Context: an optimization exercise on an open-source flow, tuned for small area, a short achievable clock period and few clock cycles. The choices shown serve that exercise and are no tape-out recipe.
Where RTL was checked, it was by simulation tests only, not by an equivalence proof against the original.
The flow treats the clock pin as an ideal source. Dropping or thinning the clock tree relies on that and would not hold on a real chip.
No activity file was given, so power comes from the tool's default toggle rates.

==> flow/design.v <==
`timescale 1ns/10ps
module ELA(clk, rst, in_data, data_rd, req, wen, addr, data_wr, done);
	input				clk;
	input				rst;
	input		[7:0]	in_data;
	input		[7:0]	data_rd;
	output				req;
	output	reg			wen;
	output	reg	[9:0]	addr;
	output	reg	[7:0]	data_wr;
	output	reg			done;
	reg			main, vld, nreq;
	assign req = ~nreq;
	reg			s0, s1, s2;
	reg	[4:0]	k;
	reg	[3:0]	j;
	reg	[7:0]	xr, v, yr, p, q;
	reg	[7:0]	dreg, bd;
	reg	[7:0]	sreg, bs;
	wire [7:0] yn = ~yr;
	wire [7:0] sp = xr ^ yr;	 
	wire [7:0] ep = xr ^ yn;	 
	reg [7:0] sg, sq, eg, eq;	 
	integer l, i, t;
	always @(*) begin
		sg = xr & yr;
		sq = sp;
		eg = xr & yn;
		eq = ep;
		for (l = 0; l < 3; l = l + 1)
			for (i = 0; i < 8; i = i + 1)
				if ((i >> l) & 1) begin
					t = ((i >> (l + 1)) << (l + 1)) + (1 << l) - 1;
					sg[i] = sg[i] | (sq[i] & sg[t]);
					sq[i] = sq[i] & sq[t];
					eg[i] = eg[i] | (eq[i] & eg[t]);
					eq[i] = eq[i] & eq[t];
				end
	end
	wire [8:0] sum = {sg[7], sp ^ {sg[6:0], 1'b0}};
	wire [7:0] e0 = ep ^ {eg[6:0], 1'b0};
	wire [7:0] e1 = ep ^ {eg[6:0] | eq[6:0], 1'b1};
	wire [7:0] dm = eg[7] ? e0 : ~e1;
	wire bzero = &bd;
	wire lt = ~bzero & ((&dreg) | (dreg < bd));
	reg cen;
	wire upd = s1 | (lt & cen);
	wire [4:0] k1 = k + 5'd1;
	always @(posedge clk) begin
		dreg <= dm;
		sreg <= sum[8:1];
		if (upd) begin
			bd <= dreg;
			bs <= sreg;
		end
		if (s0) begin
			xr <= v;
			v <= xr;
		end else if (s1)
			xr <= data_rd;
		if (s0)
			yr <= data_wr;
		else if (s1)
			yr <= q;
		else
			yr <= p;
		if (s1) begin
			p <= yr;
			q <= p;
		end
		cen <= s1 ? (k[4:1] != 4'd0) : s2 ? (k != 5'd1 && k != 5'd2) : 1'b0;
		data_wr <= s1 ? bs : in_data;
		addr[4:0] <= s1 ? k - 5'd2 : k;
		addr[5] <= s1;
		if (!main)
			addr[9:6] <= 4'd0;
		else if (s2)
			addr[9:6] <= j + 4'd1;
		else if (s1 && k[4:1] == 4'd0)
			addr[9:6] <= j - 4'd1;
		else
			addr[9:6] <= j;
	end
	always @(posedge clk or posedge rst) begin
		if (rst) begin
			main <= 1'b0;
			vld <= 1'b0;
			s0 <= 1'b0;
			s1 <= 1'b0;
			s2 <= 1'b0;
			k <= 5'd0;
			j <= 4'd0;
			nreq <= 1'b0;
			wen <= 1'b0;
			done <= 1'b0;
		end else if (done) begin
			nreq <= 1'b1;
			wen <= 1'b0;
		end else if (!main) begin
			vld <= ~nreq;
			if (vld) k <= k1;
			wen <= vld;
			if (vld && k == 5'd31) begin
				main <= 1'b1;
				s2 <= 1'b1;
				nreq <= 1'b1;
			end
		end else begin
			s0 <= s2;
			s1 <= s0;
			s2 <= s1;
			nreq <= ~s0;
			if (s1) begin
				k <= k1;
				if (k == 5'd31) j <= j + 4'd1;
			end
			if (s2) begin
				wen <= (j != 4'd15);
				if (j == 4'd15 && k == 5'd2) begin
					done <= 1'b1;
					main <= 1'b0;
					wen <= 1'b0;
				end
			end else
				wen <= s1;
		end
	end
endmodule
Settings: LEC_CHECK=0, CAP_MARGIN=20, CORE_MARGIN=2, CORE_UTILIZATION=40, SETUP_SLACK_MARGIN=3.1, SLEW_MARGIN=20; clock period 5.0 ns.
standard.sh (not shown) runs the stock make flow with config.mk's settings and CLKGATE_MAP_FILE= SYNTH_SCRIPT=/design/flow/synth_recipe.tcl, a recipe that flattens the netlist after the stock synthesis.
==> flow/flow/run.sh <==
#!/bin/bash
# Own layout flow: the standard ORFS flow (standard.sh), except that
# - the clock tree is built by flow/cts.tcl, a copy of ORFS's cts.tcl whose
#   TritonCTS call is replaced by one level of clock buffers fed by the clock
#   port (manual_clock_tree there);
# - flow/env.sh may set MAKEVARS, extra ORFS variables for the steps after
#   synthesis. Synthesis is the standard one, unchanged.
# Every tool's output goes to a log in this folder.
set -euo pipefail
W=$(pwd)
rm -rf "$W/scripts"
cp -r "$FLOW_HOME/scripts" "$W/scripts"
cp "$W/flow/cts.tcl" "$W/scripts/cts.tcl"
export SCRIPTS_DIR="$W/scripts"
export CLKTREE_NBUF=4
export CLKTREE_BUF=sky130_fd_sc_hd__clkbuf_16
MAKEVARS=()
if [ -f "$W/flow/env.sh" ]; then source "$W/flow/env.sh"; fi
bash standard.sh synth > "$W/flow_synth.log" 2>&1
for step in floorplan place cts finish; do
  bash standard.sh "${MAKEVARS[@]}" $step > "$W/flow_$step.log" 2>&1
done
test -s "$W/out/final.def"
Other scripts of this flow, unchanged in this note and not shown: flow/flow/cts.tcl, flow/flow/env.sh
Testbench counts at the start, summed over its fixed seeds: cycles 47,392.
Then changed:
--- a/flow/design.v
+++ b/flow/design.v
@@ -13,11 +13,11 @@
 	assign req = ~nreq;
 	reg			s0, s1, s2;
 	reg	[4:0]	k;
 	reg	[3:0]	j;
 	reg	[7:0]	xr, v, yr, p, q;
-	reg	[7:0]	dreg, bd;
+	reg	[8:0]	dreg, bd;
 	reg	[7:0]	sreg, bs;
 	wire [7:0] yn = ~yr;
 	wire [7:0] sp = xr ^ yr;	 
 	wire [7:0] ep = xr ^ yn;	 
 	reg [7:0] sg, sq, eg, eq;	 
@@ -38,15 +38,14 @@
 				end
 	end
 	wire [8:0] sum = {sg[7], sp ^ {sg[6:0], 1'b0}};
 	wire [7:0] e0 = ep ^ {eg[6:0], 1'b0};
 	wire [7:0] e1 = ep ^ {eg[6:0] | eq[6:0], 1'b1};
-	wire [7:0] dm = eg[7] ? e0 : ~e1;
-	wire bzero = &bd;
-	wire lt = ~bzero & ((&dreg) | (dreg < bd));
-	reg cen;
-	wire upd = s1 | (lt & cen);
+	wire [8:0] dm = {eq[7], eg[7] ? e0 : ~e1};
+	wire lt = $signed(dreg) < $signed(bd);
+	wire edge_col = (k == 5'd1) || (k == 5'd2);
+	wire upd = s1 | (lt & ~edge_col & (s2 | s0));
 	wire [4:0] k1 = k + 5'd1;
 	always @(posedge clk) begin
 		dreg <= dm;
 		sreg <= sum[8:1];
 		if (upd) begin
@@ -66,11 +65,10 @@
 			yr <= p;
 		if (s1) begin
 			p <= yr;
 			q <= p;
 		end
-		cen <= s1 ? (k[4:1] != 4'd0) : s2 ? (k != 5'd1 && k != 5'd2) : 1'b0;
 		data_wr <= s1 ? bs : in_data;
 		addr[4:0] <= s1 ? k - 5'd2 : k;
 		addr[5] <= s1;
 		if (!main)
 			addr[9:6] <= 4'd0;
=>
- die area decreases slightly
- final cell count decreases slightly
- first-iteration DRC count increases by a few percent
- register-to-register slack is better by 0.03 ns
- clock skew decreases by 0.0076 ns
- wire length increases by a few percent
No functional check of the RTL was part of the second run of this note. In every run of this note, the design's own scripts or RTL, not TritonCTS, make the clock network.

Setup of run a:
RTL: the design.v shown in full above, as it stands there.
clock: 5.0 ns
lec_check: 0
cap_margin: 20
core_margin: 2
core_utilization: 40
setup_slack_margin: 2.9
slew_margin: 20
Scripts as last shown in full above: flow/flow/run.sh
Other scripts of this flow, unchanged in this note and not shown: flow/flow/cts.tcl, flow/flow/env.sh
Run a | stages: all done | timing, DRC, antenna: all pass
Testbench counts of run a, summed over its fixed seeds: cycles 47,392.
[inputs] run b vs run a
--- a/flow/design.v
+++ b/flow/design.v
@@ -7,17 +7,18 @@
 	output				req;
 	output	reg			wen;
 	output	reg	[9:0]	addr;
 	output	reg	[7:0]	data_wr;
 	output	reg			done;
-	reg			main, vld, nreq;
+	reg			nreq;
 	assign req = ~nreq;
 	reg			s0, s1, s2;
+	wire		main = s0 | s1 | s2;
 	reg	[4:0]	k;
 	reg	[3:0]	j;
 	reg	[7:0]	xr, v, yr, p, q;
-	reg	[7:0]	dreg, bd;
+	reg	[8:0]	dreg, bd;
 	reg	[7:0]	sreg, bs;
 	wire [7:0] yn = ~yr;
 	wire [7:0] sp = xr ^ yr;	 
 	wire [7:0] ep = xr ^ yn;	 
 	reg [7:0] sg, sq, eg, eq;	 
@@ -36,23 +37,23 @@
 					eg[i] = eg[i] | (eq[i] & eg[t]);
 					eq[i] = eq[i] & eq[t];
 				end
 	end
 	wire [8:0] sum = {sg[7], sp ^ {sg[6:0], 1'b0}};
-	wire [7:0] e0 = ep ^ {eg[6:0], 1'b0};
-	wire [7:0] e1 = ep ^ {eg[6:0] | eq[6:0], 1'b1};
-	wire [7:0] dm = eg[7] ? e0 : ~e1;
-	wire bzero = &bd;
-	wire lt = ~bzero & ((&dreg) | (dreg < bd));
-	reg cen;
-	wire upd = s1 | (lt & cen);
+	wire [8:0] e = {eg[7], ep ^ {eg[6:0], 1'b0}};
+	wire [7:0] m = e[8] ? e[7:0] : ~e[7:0];
+	wire [10:0] cmp = {2'b00, dreg[7:0], 1'b1} + {~bd[8], ~bd, dreg[8]};
+	wire lt = cmp[10];
+	wire [8:0] dm1 = dreg[8] ? {1'b0, dreg[7:0]} : {1'b0, dreg[7:0]} - 9'd1;
+	wire edge_col = (k == 5'd1) || (k == 5'd2);
+	wire upd = s1 | (lt & ~edge_col & (s2 | s0));
 	wire [4:0] k1 = k + 5'd1;
 	always @(posedge clk) begin
-		dreg <= dm;
+		dreg <= {e[8], m};
 		sreg <= sum[8:1];
 		if (upd) begin
-			bd <= dreg;
+			bd <= dm1;
 			bs <= sreg;
 		end
 		if (s0) begin
 			xr <= v;
 			v <= xr;
@@ -66,11 +67,10 @@
 			yr <= p;
 		if (s1) begin
 			p <= yr;
 			q <= p;
 		end
-		cen <= s1 ? (k[4:1] != 4'd0) : s2 ? (k != 5'd1 && k != 5'd2) : 1'b0;
 		data_wr <= s1 ? bs : in_data;
 		addr[4:0] <= s1 ? k - 5'd2 : k;
 		addr[5] <= s1;
 		if (!main)
 			addr[9:6] <= 4'd0;
@@ -81,29 +81,25 @@
 		else
 			addr[9:6] <= j;
 	end
 	always @(posedge clk or posedge rst) begin
 		if (rst) begin
-			main <= 1'b0;
-			vld <= 1'b0;
 			s0 <= 1'b0;
 			s1 <= 1'b0;
 			s2 <= 1'b0;
-			k <= 5'd0;
+			k <= 5'd31;
 			j <= 4'd0;
 			nreq <= 1'b0;
 			wen <= 1'b0;
 			done <= 1'b0;
 		end else if (done) begin
 			nreq <= 1'b1;
 			wen <= 1'b0;
 		end else if (!main) begin
-			vld <= ~nreq;
-			if (vld) k <= k1;
-			wen <= vld;
-			if (vld && k == 5'd31) begin
-				main <= 1'b1;
+			k <= k1;
+			wen <= 1'b1;
+			if (wen && k == 5'd31) begin
 				s2 <= 1'b1;
 				nreq <= 1'b1;
 			end
 		end else begin
 			s0 <= s2;
@@ -116,11 +112,11 @@
 			end
 			if (s2) begin
 				wen <= (j != 4'd15);
 				if (j == 4'd15 && k == 5'd2) begin
 					done <= 1'b1;
-					main <= 1'b0;
+					s0 <= 1'b0;
 					wen <= 1'b0;
 				end
 			end else
 				wen <= s1;
 		end
When the final numbers for run a and run b were put side by side, the combinational power share turned out to be greater in run b. Of run a and run b, the higher clock network fraction of design power belongs to run a. Measured against each other, run a and run b differ in netlist area before placement, the lower figure coming from run b. The violation count after the first detailed-routing iteration of run b falls short of that of run a by 2. The area of the die in run b was lower than what run a gave. Comparing run a and run b, fraction of the mapped netlist area in compound gates is higher on run b. Measured against each other, run a and run b differ in last weighted congestion value of the routability-driven placer, the higher figure coming from run a. Sort run a and run b by share of cells above drive strength 1, ascending, and run a comes first. Side by side, footprint of the multi-input gates turned out higher in run b than in run a.
For run b, only the layout was checked, not whether the RTL still works. No run of this note takes its clock network from TritonCTS; it comes from the design's own scripts or RTL.

==> re-timing with driven ports <==
No port has a modelled driver above. Below, the same layouts with a new extraction and two added sets of constraints. Step 1 (the two cells are an assumption about what drives the block):
set clk [get_ports {clk}]
set_driving_cell -lib_cell sky130_fd_sc_hd__clkbuf_16 $clk
set_driving_cell -lib_cell sky130_fd_sc_hd__buf_2 [delete_from_list [all_inputs] $clk]
Step 2 also shifts input and output timing later by t, the mid clock arrival at the registers, as if the neighbouring blocks saw the same clock. Slacks: ideal ports / drivers / drivers and shift; pairs: ideal ports / drivers.
run	t, ns	setup slack, ns	worst setup path after step 2	clock arrival spread, ns
the first run of note 1	0.244	2.907 / 2.907 / 2.907	register to register	0.018 / 0.017
the second run of note 1	0.238	2.940 / 2.940 / 2.940	register to register	0.011 / 0.010
run a	0.242	2.962 / 2.962 / 2.962	register to register	0.015 / 0.014
run b	0.243	2.775 / 2.775 / 2.775	register to register	0.015 / 0.015
After both steps every run listed still meets setup and hold.
